This design comes from an exercise in tuning for small area and a short achievable clock period on the open sky130 flow, not from production work. Where RTL was checked, it was by simulation tests only, not by an equivalence proof against the original.

## 07-12
## cordic
module cordic(clk, angle, sine, cosine);
  input clk;
  input signed [31:0] angle;
  output signed [15:0] sine;
  output signed [15:0] cosine;
  reg [31:0] a0;
  always @(posedge clk) a0 <= angle;
  wire dk_1 = ~a0[29];
  wire zp1_p0 = a0[0] ^ 1'b1;
  wire zp1_g0 = a0[0] & 1'b1;
  wire zp1_p1 = a0[1] ^ 1'b0;
  wire zp1_g1 = a0[1] & 1'b0;
  wire zp1_p2 = a0[2] ^ 1'b1;
  wire zp1_g2 = a0[2] & 1'b1;
  wire zp1_p3 = a0[3] ^ 1'b1;
  wire zp1_g3 = a0[3] & 1'b1;
  wire zp1_p4 = a0[4] ^ 1'b1;
  wire zp1_g4 = a0[4] & 1'b1;
  wire zp1_p5 = a0[5] ^ 1'b0;
  wire zp1_g5 = a0[5] & 1'b0;
  wire zp1_p6 = a0[6] ^ 1'b0;
  wire zp1_g6 = a0[6] & 1'b0;
  wire zp1_p7 = a0[7] ^ 1'b0;
  wire zp1_g7 = a0[7] & 1'b0;
  wire zp1_p8 = a0[8] ^ 1'b1;
  wire zp1_g8 = a0[8] & 1'b1;
  wire zp1_p9 = a0[9] ^ 1'b0;
  wire zp1_g9 = a0[9] & 1'b0;
  wire zp1_p10 = a0[10] ^ 1'b1;
  wire zp1_g10 = a0[10] & 1'b1;
  wire zp1_p11 = a0[11] ^ 1'b0;
  wire zp1_g11 = a0[11] & 1'b0;
  wire zp1_p12 = a0[12] ^ 1'b0;
  wire zp1_g12 = a0[12] & 1'b0;
  wire zp1_p13 = a0[13] ^ 1'b0;
  ...
export LEC_CHECK = 0
export CAP_MARGIN = 20
export CORE_MARGIN = 2
export CORE_UTILIZATION = 40
export CTS_CLUSTER_DIAMETER = 100
export CTS_CLUSTER_SIZE = 30
export SETUP_SLACK_MARGIN = 1.1
export SLEW_MARGIN = 20
create_clock -name core_clock -period 3.5 [get_ports {clk}]
standard.sh (not shown) runs the stock make flow with config.mk's settings and CLKGATE_MAP_FILE= SYNTH_SCRIPT=/design/flow/synth_recipe.tcl, a recipe that flattens the netlist after the stock synthesis.
==> flow/flow/run.sh <==
#!/bin/bash
# Own layout flow: the standard flow (standard.sh) with these changes to how
# the layout is made:
#  1. synthesis is the standard synthesis script (synth_recipe.tcl), but ABC
#     maps the logic without the slow 4-high stacked cells and a few slow two-stage cells (patch_abc.py) and
#     without first mapping adders to fa/ha cells (ADDER_MAP_FILE empty);
#     registers are mapped before ABC, so they are the standard synthesis's;
#  2. port buffers are buf_2 cells instead of the delay cell buffer_ports picks;
#  3. the resizer may swap a cell for any cell of the same function.
# Each step's full output goes to a log file in this folder.
set -uo pipefail
here=$(pwd)
rm -rf "$here/myscripts"
cp -r "$FLOW_HOME/scripts" "$here/myscripts"
python3 flow/patch_abc.py "$here/myscripts/synth_preamble.tcl" > patch.log 2>&1 || exit 1
bash standard.sh SCRIPTS_DIR="$here/myscripts" ADDER_MAP_FILE= synth > synth.log 2>&1 || exit 1
export BUFFER_PORTS_ARGS="-buffer_cell sky130_fd_sc_hd__buf_2"
bash standard.sh MATCH_CELL_FOOTPRINT=0 finish > layout.log 2>&1
==> flow/flow/patch_abc.py <==
# Adds -dont_use for the slow 4-high stacked cells to ABC's arguments only.
import sys
p = sys.argv[1]
s = open(p).read()
anchor = 'set abc_args [list -script $abc_script \\\n  {*}$lib_args {*}$lib_dont_use_args -constr $::env(OBJECTS_DIR)/abc.constr]\n'
assert anchor in s, "anchor not found"
cells = ("a2111o a2111oi o2111a o2111ai a311o a311oi o311a o311ai a41o a41oi o41a o41ai "
         "or4 or4b or4bb nor4 nor4b nor4bb and4 and4b and4bb a221o a221oi o221a o221ai "
         "a222oi a32o a32oi o32a o32ai maj3 or3 or3b and3b o31a a31o o2bb2a a2bb2o").split()
extra = "foreach c {%s} {\n  lappend abc_args -dont_use sky130_fd_sc_hd__${c}_*\n}\n" % " ".join(cells)
open(p, "w").write(s.replace(anchor, anchor + extra))
print("patched", p)
Edits applied to the flow inputs when going from 07-12 to 01-22:
Settings: changing SLEW_MARGIN from 20 to 5; changing CAP_MARGIN from 20 to 5.
Notes after the runs:
- In terms of met1 routing resource usage after global routing, 01-22 and 07-12 differ only marginally.
- The sequential share of layout area of 01-22 and that of 07-12 are within noise of each other.
- Between 01-22 and 07-12, the difference in via count of the first global-routing pass is negligible.
- The run with more setup slack is 07-12; 01-22 has less.
- 01-22 vs 07-12 — first-pass GRT wire length dropped slightly
- 01-22 vs 07-12 — number of buffers outside the clock class in the layout rose 5.

========
Setup of job 314:
cordic, a different RTL version from the one above (not shown whole).
For scale: ~520 flip-flops.
Design cordic, start of the top module:
module cordic(clk, angle, sine, cosine);
  input clk;
  input signed [31:0] angle;
  output signed [15:0] sine;
  output signed [15:0] cosine;
  reg [31:0] a0;
  always @(posedge clk) a0 <= angle;
  wire dk_1 = ~a0[29];
  wire zp1_p0 = a0[0] ^ 1'b1;
  wire zp1_g0 = a0[0] & 1'b1;
  wire zp1_p1 = a0[1] ^ 1'b0;
  wire zp1_g1 = a0[1] & 1'b0;
  wire zp1_p2 = a0[2] ^ 1'b1;
  wire zp1_g2 = a0[2] & 1'b1;
  wire zp1_p3 = a0[3] ^ 1'b1;
  wire zp1_g3 = a0[3] & 1'b1;
  wire zp1_p4 = a0[4] ^ 1'b1;
  wire zp1_g4 = a0[4] & 1'b1;
  wire zp1_p5 = a0[5] ^ 1'b0;
  wire zp1_g5 = a0[5] & 1'b0;
  wire zp1_p6 = a0[6] ^ 1'b0;
  wire zp1_g6 = a0[6] & 1'b0;
  wire zp1_p7 = a0[7] ^ 1'b0;
  wire zp1_g7 = a0[7] & 1'b0;
  wire zp1_p8 = a0[8] ^ 1'b1;
  wire zp1_g8 = a0[8] & 1'b1;
  wire zp1_p9 = a0[9] ^ 1'b0;
  wire zp1_g9 = a0[9] & 1'b0;
  wire zp1_p10 = a0[10] ^ 1'b1;
  wire zp1_g10 = a0[10] & 1'b1;
  wire zp1_p11 = a0[11] ^ 1'b0;
  wire zp1_g11 = a0[11] & 1'b0;
  wire zp1_p12 = a0[12] ^ 1'b0;
  wire zp1_g12 = a0[12] & 1'b0;
  wire zp1_p13 = a0[13] ^ 1'b0;
  wire zp1_g13 = a0[13] & 1'b0;
  wire zp1_p14 = a0[14] ^ 1'b0;
  wire zp1_g14 = a0[14] & 1'b0;
  wire zp1_p15 = a0[15] ^ 1'b0;
  wire zp1_g15 = a0[15] & 1'b0;
  wire zp1_p16 = a0[16] ^ 1'b0;
  wire zp1_g16 = a0[16] & 1'b0;
  wire zp1_p17 = a0[17] ^ 1'b0;
  wire zp1_g17 = a0[17] & 1'b0;
  wire zp1_p18 = a0[18] ^ 1'b1;
  wire zp1_g18 = a0[18] & 1'b1;
  wire zp1_p19 = a0[19] ^ 1'b0;
  wire zp1_g19 = a0[19] & 1'b0;
  wire zp1_p20 = a0[20] ^ 1'b0;
  wire zp1_g20 = a0[20] & 1'b0;
  wire zp1_p21 = a0[21] ^ 1'b1;
  wire zp1_g21 = a0[21] & 1'b1;
  wire zp1_p22 = a0[22] ^ 1'b1;
  wire zp1_g22 = a0[22] & 1'b1;
  ...
clock: 3.5 ns
lec_check: 0
cap_margin: 20
core_margin: 2
core_utilization: 40
cts_cluster_diameter: 100
cts_cluster_size: 30
setup_slack_margin: 1.0
slew_margin: 20
run.sh (not shown) runs the stock make flow with config.mk's settings and CLKGATE_MAP_FILE= SYNTH_SCRIPT=/design/flow/synth_recipe.tcl, a recipe that flattens the netlist after the stock synthesis.
Stock flow here: none of the scripts above is used.
Job 314 ran to completion and came out clean on the timing, design-rule and antenna checks.
Changes in job 7854 relative to job 314:
# job 314
export LEC_CHECK = 0
export CAP_MARGIN = 20
export CORE_MARGIN = 2
export CORE_UTILIZATION = 40
export CTS_CLUSTER_DIAMETER = 100
export CTS_CLUSTER_SIZE = 30
export SETUP_SLACK_MARGIN = 1.0
export SLEW_MARGIN = 20
create_clock -name core_clock -period 3.5 [get_ports {clk}]
# job 7854
export LEC_CHECK = 0
export CAP_MARGIN = 20
export CORE_MARGIN = 2
export CORE_UTILIZATION = 40
export SETUP_SLACK_MARGIN = 1.0
export SLEW_MARGIN = 20
create_clock -name core_clock -period 3.5 [get_ports {clk}]
==> notes.md <==
Job 7854: full flow OK, the timing, design-rule and antenna checks passed. The total global routing track utilization in job 7854 was higher than what job 314 gave. Job 7854 vs. job 314: fill cell total of the finished layout now sits lower; synthesized cell count did not really move.
Here is what was changed in the inputs of job 7953 compared with job 7854.
# job 7854
export LEC_CHECK = 0
export CAP_MARGIN = 20
export CORE_MARGIN = 2
export CORE_UTILIZATION = 40
export SETUP_SLACK_MARGIN = 1.0
export SLEW_MARGIN = 20
create_clock -name core_clock -period 3.5 [get_ports {clk}]
# job 7953
export LEC_CHECK = 0
export CAP_MARGIN = 20
export CORE_MARGIN = 2
export CORE_UTILIZATION = 60
export CTS_CLUSTER_DIAMETER = 100
export CTS_CLUSTER_SIZE = 30
export PLACE_DENSITY = 0.75
export SETUP_SLACK_MARGIN = 1.0
export SLEW_MARGIN = 20
create_clock -name core_clock -period 3.5 [get_ports {clk}]
--- outcome ---
- Job 7854 vs job 7953, highest metal layer with signal wires: met4 vs met5
- Diff job 7953..job 7854 | global route total overflow | unchanged
- Looking at clock skew, job 7953 sits 12 ps lower than job 7854 does.
- Clock buffer count was lower in the run labelled job 7953.
- Job 7953 ends up with lower area inside the core boundary than job 7854 does.
- Job 7854 has lower sequential share of layout area than job 7953.
- The met3 usage in global routing reported for job 7953 is smaller than that of job 7854 by 0.21 points.
- The routed wire length reported for job 7953 is greater than that of job 7854 by 10%.
For job 7121, these inputs were changed with respect to job 7953:
# job 7953
export LEC_CHECK = 0
export CAP_MARGIN = 20
export CORE_MARGIN = 2
export CORE_UTILIZATION = 60
export CTS_CLUSTER_DIAMETER = 100
export CTS_CLUSTER_SIZE = 30
export PLACE_DENSITY = 0.75
export SETUP_SLACK_MARGIN = 1.0
export SLEW_MARGIN = 20
create_clock -name core_clock -period 3.5 [get_ports {clk}]
# job 7121
export LEC_CHECK = 0
export CAP_MARGIN = 20
export CORE_MARGIN = 2
export CORE_UTILIZATION = 40
export CTS_CLUSTER_DIAMETER = 100
export CTS_CLUSTER_SIZE = 30
export SETUP_SLACK_MARGIN = 1.2
export SLEW_MARGIN = 20
create_clock -name core_clock -period 3.5 [get_ports {clk}]
Both conditions hold for job 7121: the flow ran to the end and the final layout passed the timing, design-rule and antenna checks.
[diff] worst-case setup slack after placement, job 7121 relative to job 7953: improvement
Final period utilization, job 7953 and job 7121: higher on job 7953
From job 7953 to job 7121 the numbers moved as follows: fraction of met1 tracks used by global routing now sits lower, shortest clock period the worst path allows after layout fell 12 ps.
Per the comparison of job 7121 with job 7953, met3 routed wirelength rose 9.8%, post-route worst setup slack rose 12 ps.
Here is what was changed in the inputs of job 2992 compared with job 7121.
# job 7121
export LEC_CHECK = 0
export CAP_MARGIN = 20
export CORE_MARGIN = 2
export CORE_UTILIZATION = 40
export CTS_CLUSTER_DIAMETER = 100
export CTS_CLUSTER_SIZE = 30
export SETUP_SLACK_MARGIN = 1.2
export SLEW_MARGIN = 20
create_clock -name core_clock -period 3.5 [get_ports {clk}]
# job 2992
export LEC_CHECK = 0
export CAP_MARGIN = 20
export CORE_MARGIN = 2
export CORE_UTILIZATION = 40
export CTS_CLUSTER_DIAMETER = 100
export CTS_CLUSTER_SIZE = 30
export SETUP_SLACK_MARGIN = 1.3
export SLEW_MARGIN = 20
create_clock -name core_clock -period 3.5 [get_ports {clk}]
==> flow/flow/run.sh (new file) <==
#!/bin/bash
# Own layout flow: the standard flow (standard.sh) with these changes to how
# the layout is made:
#  1. synthesis is the standard synthesis script (synth_recipe.tcl), but ABC
#     maps the logic without the slow 4-high stacked cells (patch_abc.py);
#     registers are mapped before ABC, so they are the standard synthesis's;
#  2. port buffers are buf_2 cells instead of the delay cell buffer_ports picks;
#  3. the resizer may swap a cell for any cell of the same function.
# Each step's full output goes to a log file in this folder.
set -uo pipefail
here=$(pwd)
rm -rf "$here/myscripts"
cp -r "$FLOW_HOME/scripts" "$here/myscripts"
python3 flow/patch_abc.py "$here/myscripts/synth_preamble.tcl" > patch.log 2>&1 || exit 1
bash standard.sh SCRIPTS_DIR="$here/myscripts" synth > synth.log 2>&1 || exit 1
export BUFFER_PORTS_ARGS="-buffer_cell sky130_fd_sc_hd__buf_2"
bash standard.sh MATCH_CELL_FOOTPRINT=0 finish > layout.log 2>&1
==> flow/flow/patch_abc.py (new file) <==
# Adds -dont_use for the slow 4-high stacked cells to ABC's arguments only.
import sys
p = sys.argv[1]
s = open(p).read()
anchor = 'set abc_args [list -script $abc_script \\\n  {*}$lib_args {*}$lib_dont_use_args -constr $::env(OBJECTS_DIR)/abc.constr]\n'
assert anchor in s, "anchor not found"
cells = ("a2111o a2111oi o2111a o2111ai a311o a311oi o311a o311ai a41o a41oi o41a o41ai "
         "or4 or4b or4bb nor4 nor4b nor4bb and4 and4b and4bb a221o a221oi o221a o221ai "
         "a222oi a32o a32oi o32a o32ai").split()
extra = "foreach c {%s} {\n  lappend abc_args -dont_use sky130_fd_sc_hd__${c}_*\n}\n" % " ".join(cells)
open(p, "w").write(s.replace(anchor, anchor + extra))
print("patched", p)
==> flow/standard.sh (new file) <==
#!/bin/bash
# synth_recipe.tcl (not shown) runs the flow's synth.tcl, then flattens the netlist and writes it again
# the make line also repeats each setting of config.mk as NAME=value (left out here)
make -C /OpenROAD-flow-scripts/flow DESIGN_CONFIG=/design/flow/config.mk WORK_HOME=/design/flow/orfs CLKGATE_MAP_FILE= SYNTH_SCRIPT=/design/flow/synth_recipe.tcl "${@:-finish}"
removed: flow/run.sh
Cmp job 2992 and job 7121 / layout-stage area growth over the synthesis result / lower: job 2992

========
Another version of the RTL of cordic (not shown whole).
For scale: about 3,200 cells after synthesis, about 570 flip-flops, about 65 I/O pins.
make LEC_CHECK=0 CAP_MARGIN=20 CORE_MARGIN=2 CORE_UTILIZATION=40 SLEW_MARGIN=20 finish   # period 3.5 ns
Stock flow here: none of the scripts above is used.
The baseline finished with timing, DRC and antenna clean.
==> next run, changes <==
--- a/flow/config.mk
+++ b/flow/config.mk
@@ -10,0 +11 @@
+export SETUP_SLACK_MARGIN = 1.0
Outcome: Wire length is higher by 1.4%. Hold slack is about the same. Design area is higher by 1.6%. Flip-flop and latch count is unchanged. Area after synthesis is unchanged. Fmax is higher by 7.7%. Cell count stays flat. Sequential share of layout area is lower by 0.47 points. Count of clock-buffer cells in the layout does not change.
==> next run, changes <==
--- a/flow/config.mk
+++ b/flow/config.mk
@@ -10,0 +11,2 @@
+export CTS_CLUSTER_DIAMETER = 100
+export CTS_CLUSTER_SIZE = 30
Register-to-register slack improved by 0.08 ns.
Cell area went down by 3.0%.
Synthesized area stays the same.
Worst setup slack gets better by 0.078 ns.
Die area stays the same.
Wire length falls by 2.5%.
Critical path depth does not change.
Worst hold slack gets better by 0.0092 ns.
==> next run, changes <==
--- a/flow/config.mk
+++ b/flow/config.mk
@@ -11,3 +11 @@
-export CTS_CLUSTER_DIAMETER = 100
-export CTS_CLUSTER_SIZE = 30
-export SETUP_SLACK_MARGIN = 1.0
+export SETUP_SLACK_MARGIN = 0.5
What happened: The new run finished with timing, DRC and antenna clean. Critical path depth stays the same. Wire length grows by about 1.1%. Cell count rises by about 1.4%. Maximum frequency fell by 10%. Utilization came out higher by 0.68 points. Sequential share of layout area fell by 0.57 points. Final area rises by 1.5%. Area after synthesis is unchanged. Clock-buffer cell count went up by 49. Worst setup slack is worse by 0.27 ns.
==> next run, changes <==
==> flow/flow/run.sh (new file) <==
#!/bin/bash
# The standard layout (the standard.sh, standard synthesis unchanged), with two
# changes to how the layout is made:
#  - port buffers are buf_2 cells instead of the delay cell buffer_ports picks by default;
#  - the resizer may swap a cell for any cell of the same function, not only one
#    of the same footprint.
set -uo pipefail
export BUFFER_PORTS_ARGS="-buffer_cell sky130_fd_sc_hd__buf_2"
bash standard.sh MATCH_CELL_FOOTPRINT=0 finish > standard.log 2>&1
status=$?
exit $status
==> flow/standard.sh (new file) <==
#!/bin/bash
# synth_recipe.tcl (not shown) runs the flow's synth.tcl, then flattens the netlist and writes it again
# the make line also repeats each setting of config.mk as NAME=value (left out here)
make -C /OpenROAD-flow-scripts/flow DESIGN_CONFIG=/design/flow/config.mk WORK_HOME=/design/flow/orfs CLKGATE_MAP_FILE= SYNTH_SCRIPT=/design/flow/synth_recipe.tcl "${@:-finish}"
--- a/flow/config.mk
+++ b/flow/config.mk
@@ -11 +11 @@
-export SETUP_SLACK_MARGIN = 0.5
+export SETUP_SLACK_MARGIN = 1.3
removed: flow/run.sh
- die area is unchanged
- cell count went up by a few percent
- sequential share of layout area drops by 2.3 points
- first-iteration DRC count went down by a few percent
- global-route usage increases by 0.97 points
- synthesized area stays the same
- via count increases by a few percent
==> next run, changes <==
==> flow/run.sh (new file) <==
#!/bin/bash
# synth_recipe.tcl (not shown) runs the flow's synth.tcl, then flattens the netlist and writes it again
# the make line also repeats each setting of config.mk as NAME=value (left out here)
make -C /OpenROAD-flow-scripts/flow DESIGN_CONFIG=/design/flow/config.mk WORK_HOME=/design/flow/orfs CLKGATE_MAP_FILE= SYNTH_SCRIPT=/design/flow/synth_recipe.tcl finish
--- a/flow/config.mk
+++ b/flow/config.mk
@@ -11 +11 @@
-export SETUP_SLACK_MARGIN = 1.3
+export SETUP_SLACK_MARGIN = 1.6
removed: flow/flow/run.sh
removed: flow/standard.sh
Effect: The new run passed the timing, design-rule and antenna checks; design area came out higher by 10%; wire length grows by 7.4%; via count is higher by 3.7%; register-to-register slack gets worse by 0.03 ns; critical path depth goes down by 2; clock skew is higher by 0.0046 ns; fmax drops by 1.2%; synthesized area is unchanged; final cell count climbs by 3.7%; synthesized cell count is unchanged.
Function was not checked in any run of this note: the RTL went through the layout flow alone.

==> re-timing with driven ports <==
No port has a modelled driver above. Below, the same layouts with a new extraction and two added sets of constraints. Step 1 (the two cells are an assumption about what drives the block):
set clk [get_ports {clk}]
set_driving_cell -lib_cell sky130_fd_sc_hd__clkbuf_16 $clk
set_driving_cell -lib_cell sky130_fd_sc_hd__buf_2 [delete_from_list [all_inputs] $clk]
Step 2, shift: input delay + t, output delay - t, t = (earliest + latest rising clock arrival at the registers) / 2. This alone moves slack from input paths to output paths. Slacks: ideal ports / drivers / drivers and shift; pairs: ideal ports / drivers.
| run | shift t [ns] | setup slack, ns | worst data-port slew with drivers (ns) |
|---|---|---|---|
| 07-12 | 0.633 | 1.203 / 1.203 / 1.203 | 0.05 |
| 01-22 | 0.639 | 1.196 / 1.196 / 1.196 | 0.05 |
| job 314 | 0.651 | 1.012 / 1.012 / 1.012 | 0.05 |
| job 7854 | 0.670 | 1.024 / 1.024 / 1.024 | 0.04 |
| job 7953 | 0.624 | 1.008 / 1.008 / 1.008 | 0.05 |
| job 7121 | 0.636 | 1.020 / 1.020 / 1.020 | 0.04 |
| job 2992 | 0.652 | 1.174 / 1.174 / 1.174 | 0.04 |
| the first run of note 3 | 0.679 | 0.825 / 0.825 / 0.825 | 0.04 |
| the second run of note 3 | 0.679 | 1.017 / 1.017 / 1.017 | 0.04 |
| the third run of note 3 | 0.650 | 1.095 / 1.095 / 1.095 | 0.04 |
| the fourth run of note 3 | 0.679 | 0.825 / 0.825 / 0.825 | 0.04 |
| the fifth run of note 3 | 0.642 | 1.267 / 1.267 / 1.267 | 0.03 |
| the sixth run of note 3 | 0.661 | 1.239 / 1.239 / 1.239 | 0.04 |
After both steps setup and hold are still met in every run listed.
